This is an optimization exercise on Yosys and OpenROAD, whose aim is small area, not a production implementation. The RTL was checked by simulation tests, not by an equivalence proof against the original design.

[design.v]
`timescale 1ns / 1ps
module top_module(
    input wire clk,
    input wire rst,
    input wire SWr,
    input wire Sig,     
    input wire Wr,      
    output wire [7:0] RR_int_ms,
    output wire [7:0] HIGH,
    output wire [7:0] NORMAL,
    output wire [7:0] LOW,
    output wire VT,     
    output wire VF      
);
    localparam integer WINDOW_SIZE = 8;
    localparam [7:0] VT_THRESHOLD = 8'd40;         
    localparam [7:0] VF_VARIABILITY = 8'd40;       
    localparam [7:0] VF_RATE_THRESHOLD = 8'd60;    
    localparam integer VT_CONSEC_COUNT = 4;        
    reg swr_reg;
    reg sig_reg, sig_reg_d1;
    reg wr_reg;
    wire sig_posedge;
    assign sig_posedge = sig_reg & ~sig_reg_d1;
    always @(posedge clk or posedge rst) begin
        if (rst) begin
            swr_reg <= 1'b0;
            sig_reg <= 1'b0;
            sig_reg_d1 <= 1'b0;
            wr_reg <= 1'b0;
        end else begin
            swr_reg <= SWr;
            sig_reg <= Sig;
            sig_reg_d1 <= sig_reg;
            wr_reg <= Wr;
        end
    end
    reg [7:0] interval_counter;
    reg [7:0] captured_interval;
    always @(posedge clk or posedge rst) begin
        if (rst) begin
            interval_counter <= 8'b0;
            captured_interval <= 8'b0;
        end else begin
            if (sig_posedge) begin
                captured_interval <= interval_counter;
                interval_counter <= 8'b1;  
            end else begin
                interval_counter <= interval_counter + 1'b1;
            end
        end
    end
    reg [7:0] rr_window [0:WINDOW_SIZE-1];
    integer i;
    always @(posedge clk or posedge rst) begin
        if (rst) begin
            for (i = 0; i < WINDOW_SIZE; i = i + 1) rr_window[i] <= 8'b0;
        end else if (sig_posedge) begin
            for (i = WINDOW_SIZE-1; i > 0; i = i - 1) begin
                rr_window[i] <= rr_window[i-1];
            end
            rr_window[0] <= captured_interval;
        end
    end
    reg [7:0] consec_short;
    reg vt_flag;
    always @(posedge clk or posedge rst) begin
        if (rst) begin
            consec_short <= 8'b0;
            vt_flag <= 1'b0;
        end else if (sig_posedge) begin
            if (captured_interval < VT_THRESHOLD) begin
                consec_short <= consec_short + 1'b1;
            end else begin
                consec_short <= 8'b0;
            end
            if (consec_short + 1 >= VT_CONSEC_COUNT && captured_interval < VT_THRESHOLD) begin
                vt_flag <= 1'b1;
            end else begin
                if (captured_interval >= VT_THRESHOLD)
                    vt_flag <= 1'b0;
            end
        end
    end
    reg [7:0] win_max, win_min;
    reg [15:0] win_sum;
    integer j;
    always @(*) begin
        win_max = rr_window[0];
        win_min = rr_window[0];
        win_sum = 16'd0;
        for (j = 0; j < WINDOW_SIZE; j = j + 1) begin
            if (rr_window[j] > win_max) win_max = rr_window[j];
            if (rr_window[j] < win_min) win_min = rr_window[j];
            win_sum = win_sum + rr_window[j];
        end
    end
    reg [7:0] max_rr, min_rr;
    reg [15:0] sum_rr;  
    reg vf_flag;
    always @(posedge clk or posedge rst) begin
        if (rst) begin
            max_rr <= 8'd0;
            min_rr <= 8'd255;
            sum_rr <= 16'd0;
            vf_flag <= 1'b0;
        end else if (sig_posedge) begin
            max_rr <= win_max;
            min_rr <= win_min;
            sum_rr <= win_sum;
            if ((max_rr - min_rr) > VF_VARIABILITY) begin
                if ((sum_rr >> 3) < VF_RATE_THRESHOLD) begin
                    vf_flag <= 1'b1;
                end else begin
                    vf_flag <= 1'b0;
                end
            end else begin
                vf_flag <= 1'b0;
            end
        end
    end
    reg [7:0] max_reg;
    reg [7:0] high_out, normal_out, low_out;
    localparam [7:0] INIT_MAX = 8'd1;
    always @(posedge clk or posedge rst) begin
        if (rst) begin
            max_reg <= INIT_MAX;
            high_out <= 8'b0;
            normal_out <= 8'b0;
            low_out <= 8'b0;
        end else begin
            if (wr_reg && captured_interval > max_reg) max_reg <= captured_interval;
            if (sig_posedge && captured_interval > 0) begin
                if (captured_interval >= (max_reg - (max_reg >> 2))) begin
                    high_out <= captured_interval;
                    normal_out <= 8'b0;
                    low_out <= 8'b0;
                end else if (captured_interval > (max_reg >> 2)) begin
                    high_out <= 8'b0;
                    normal_out <= captured_interval;
                    low_out <= 8'b0;
                end else begin
                    high_out <= 8'b0;
                    normal_out <= 8'b0;
                    low_out <= captured_interval;
                end
            end
        end
    end
    assign RR_int_ms = captured_interval;
    assign HIGH = high_out;
    assign NORMAL = normal_out;
    assign LOW = low_out;
    assign VT = vt_flag;
    assign VF = vf_flag;
endmodule
[run.sh]
#!/bin/bash
# synth_recipe.tcl (not shown) runs the flow's synth.tcl, then flattens the netlist and writes it again
# the make line also repeats each setting of config.mk as NAME=value (left out here)
make -C /OpenROAD-flow-scripts/flow DESIGN_CONFIG=/design/flow/config.mk WORK_HOME=/design/flow/orfs CLKGATE_MAP_FILE= SYNTH_SCRIPT=/design/flow/synth_recipe.tcl finish
[config.mk]
export PLATFORM = sky130hd
export DESIGN_NAME = top_module
export DESIGN_NICKNAME = top_module
export VERILOG_FILES = /design/flow/design.v
export SDC_FILE = /design/flow/constraint.sdc
export NUM_CORES = 4
export LEC_CHECK = 0
export CAP_MARGIN = 20
export CORE_MARGIN = 2
export CORE_UTILIZATION = 40
export SLEW_MARGIN = 20
[constraint.sdc]
create_clock -name core_clock -period 20.0 [get_ports {clk}]
set_input_delay 4.0000 -clock core_clock [delete_from_list [all_inputs] [get_ports {clk}]]
set_output_delay 4.0000 -clock core_clock [all_outputs]
set_load 0.01 [all_outputs]
==> impl_summary.txt <==
----------------------------------------------------
[Drt]
  Detailed-route DRC error count ... 0
  Met2 WL ... 13200 um
  Wire length on met1 ... 14500 um
  Uppermost layer routed ... met4
  Vias per cell ... 5.42
  Met3 wire length ... 1040 um
  Final routed wirelength across all metal layers ... 29200 um
  Routed length per instance ... 16.9 um
  Post-route antenna net violation count ... 0
  Detailed router's first-iteration violation count ... 622
  Overall via count from detail_route ... 9392
  Number of optimization iterations in the first detailed-route pass ... 5

[Floorplan]
  Ports ... 39
  Floorplan die height ... 176 um
  Number of rows created at floorplan ... 62
  Effective utilization at floorplan ... 0.409
  Core footprint ... 28900 um^2
  X dimension of the die ... 176 um
  DIE AREA ... 30900 um^2

[Layout]
  Antenna cell count ... 0
  Final nets ... 1524
  Finished Layout Cells ... 1732
  Largest register FFs ... 64
  Area Growth Syn to Fin ... 11.5%
  Share of post-route cells with drive strength above 1 ... 0.0668
  Post-route cell area ... 13200 um^2
  Largest register by flop count ... rr_window

[Global route]
  Initial antenna violation count ... 0
  Total overflow reported by the global router ... 0
  First-pass GRT wire length ... 49000 um
  Overall track demand over capacity in global routing ... 0.200
  Maximum number of pins on one net before global-route repair ... 93
  Number of global-route vias before repair ... 9184

[Synth]
  Synth warn ... 2
  Register area share after synthesis ... 0.312
  Number of flip-flops and latches in the synthesized netlist ... 147
  Syn Std Cell Area ... 11800 um^2
  Count of flip-flops with a built-in enable after synthesis ... 0
  Area share of the largest cell type after synthesis ... 0.292
  Net Count, Synth ... 1502
  Post-synthesis cell count ... 1313
  Commonest register cell after synthesis ... dfrtp_1
  Synth async-reset ratio ... 1.00
  Number of distinct library cell variants in the gate-level netlist after synthesis ... 76
  Post-synthesis cell type with the largest combined area ... dfrtp_1
  Mean Syn Cell Area ... 9.00 um^2
  Area contributors post-synth ... dfrtp_1 (29%), ha_1 (15%), fa_1 (8.0%)

[Flow run]
  Max_cap viols ... 0

[Setup path]
  Crit start category ... register
  Library cell appearing most often on the critical path ... a21o_1
  Cell with the largest stage delay on the worst path ... a32oi_1
  Critical Path Sink Type ... register
  Data required time of the critical path ... 20.27 ns
  Delay contributed by the slowest stage of the critical path ... 0.65 ns
  Maximum fanout count along the critical path ... 16
  Critical path arrival ... 15.94 ns
  Dominant delay contributor by cell family on the critical path ... compound AO/OA/AOI/OAI gates
  Number of buffer and inverter instances along the worst setup path ... 5
  Setup Crit Path Kind ... register to register

[Clocking]
  Longest Clk Path Bufs ... 2
  Number of buffers inserted during clock tree synthesis ... 17
  H-tree depth reported by CTS ... 4
  Clock transition at path regs ... 0.07 ns
  CTS tree ... yes
  Quantity of hold-fixing buffers added after cts ... 0
  Number of gates resized after CTS ... 0
  Later-pin clock latency in the skew report ... 0.44 ns
  Total number of clock tree sinks ... 147
  Root Driver ... clkbuf_16
  Number of buffers inserted to repair setup after CTS ... 0

[Timing]
  Worst-Margin Slew ... 0.911 ns
  Clock period minus worst slack ... 15.67 ns
  Final-report max-slew violation count ... 0
  Final period utilization ... 0.783
  Post-route worst setup slack ... 4.33 ns
  Final Setup Violations ... 0
  Maximum clock frequency ... 63.8 MHz
  Clock skew ... 0.0174 ns
  Setup TNS after final layout ... 0 ns
  Relative slew slack ... 0.393
  Number of endpoints with negative hold slack in the final report ... 0
  RSZ-0062 raised after global routing ... no

[Worst hold path]
  Worst hold path class ... register to register

[Place]
  Placed instance area ... 12600 um^2
  Final RePlAce weighted congestion ... 0.813
  Port-buffer cells ... 37
  Post-placement cell count ... 1700
  Setup slack at placement ... 4.44 ns
  Post-DP HPWL ... 21500 um

[Outcome]
  Result of the run ... finished clean

----------------------------------------------------
cell usage in the layout (no fill, tap or decap), drive strengths merged, types with 28 or more instances in the layout:
cell,netlist,layout
nand2,192,192
o21ai,151,151
inv,131,141
dfrtp,138,138
ha,137,137
a21oi,72,72
nor2,69,69
fa,47,47
mux2i,38,38
clkdlybuf4s50,0,37
a21o,28,28
cell type report:
cell class                 count  area, um^2
clock buffer                  17         425
clock inverter                15         188
fill                        2805       15700
inverter                     131         497
multi-input combinational    994        7460
sequential                   147        3690
tap                          384         480
timing repair buffer          44         423
cells in the mapped netlist (3+ instances only):
cell / n
nand2_1: 192
o21ai_0: 145
dfrtp_1: 138
ha_1: 137
inv_1: 131
a21oi_1: 71
nor2_1: 66
fa_1: 47
mux2i_1: 35
clkbuf_1: 31
a21o_1: 28
nand3_1: 26
o21a_1: 17
nand2b_1: 15
nand4_1: 14
nor2b_1: 14
xor2_1: 14
mux2_2: 12
a22o_1: 11
xnor2_1: 10
and2_1: 9
dfstp_2: 9
a221oi_1: 8
and3_1: 8
o21bai_1: 8
or3_1: 8
a211oi_1: 7
o22ai_1: 7
a221oi_2: 6
buf_1: 6
o211ai_1: 6
a31oi_1: 5
mux2_1: 5
o21ai_1: 5
nor3_1: 4
nor4_1: 4
buf_6: 3
o31ai_1: 3
through the flow:
step | util | hold WS [ns]
6_report | 0.456 | 0.438
5_1_grt | 0.456 | 0.452
4_1_cts | 0.456 | 0.443
3_5_place_dp | 0.435 | 0.417
3_3_place_gp | 0.435 | 0.412
2_1_floorplan | - | 0.368
final timing paths:
kind	from	end	slack [ns]	depth (start not counted)
max	rr_window[0][7]	max_rr[4]	4.33	65
min	sig_reg	sig_reg_d1	0.44	0
max reg2reg	rr_window[0][7]	max_rr[4]	4.33	65
min reg2reg	sig_reg	sig_reg_d1	0.44	0
max in group asynchronous	rst	rr_window[4][4]	14.55	3
min in group asynchronous	rst	rr_window[0][1]	4.13	2
routing by layer:
layer	GRT usage	up-vias
li1	-	4611
met1	0.285	4579
met2	0.316	163
met3	0.0290	39
met4	0.0572	0
met5	0	-
kinds of logic (layout without fill, tap and decap cells):
family | count (synthesis) | count (layout) | share of synthesized area
compound gates | 356 | 356 | 0.191
xor+xnor | 25 | 25 | 0.0192
fa+ha+maj | 187 | 187 | 0.228
buf+inv | 172 | 207 | 0.0567
flops | 147 | 147 | 0.312
mux | 56 | 56 | 0.0521
simple gates | 370 | 370 | 0.142

## separate check: timing with driven ports
The flow's constraints put no driver on any port. The routed layout listed below was extracted and timed again, unchanged, in two steps. Step 1 assumes that a clkbuf_16 drives the clock port and a buf_2 every other input. Step 2 moves the port delays by t, midway between the first and last clock arrival at a register: inputs arrive t later, outputs are due t later. That takes back most of the time a late clock gives input paths. Slacks: ideal / step 1 / step 2; pairs: ideal / step 1.
shift t [ns]: 0.475
slack for setup (ns): 4.331 / 4.331 / 4.331
worst setup path after step 2: register to register
After both steps setup and hold are still met in this run. The setup slack of this run moves by 0.000 ns with the drivers and by 0.000 ns with both steps.
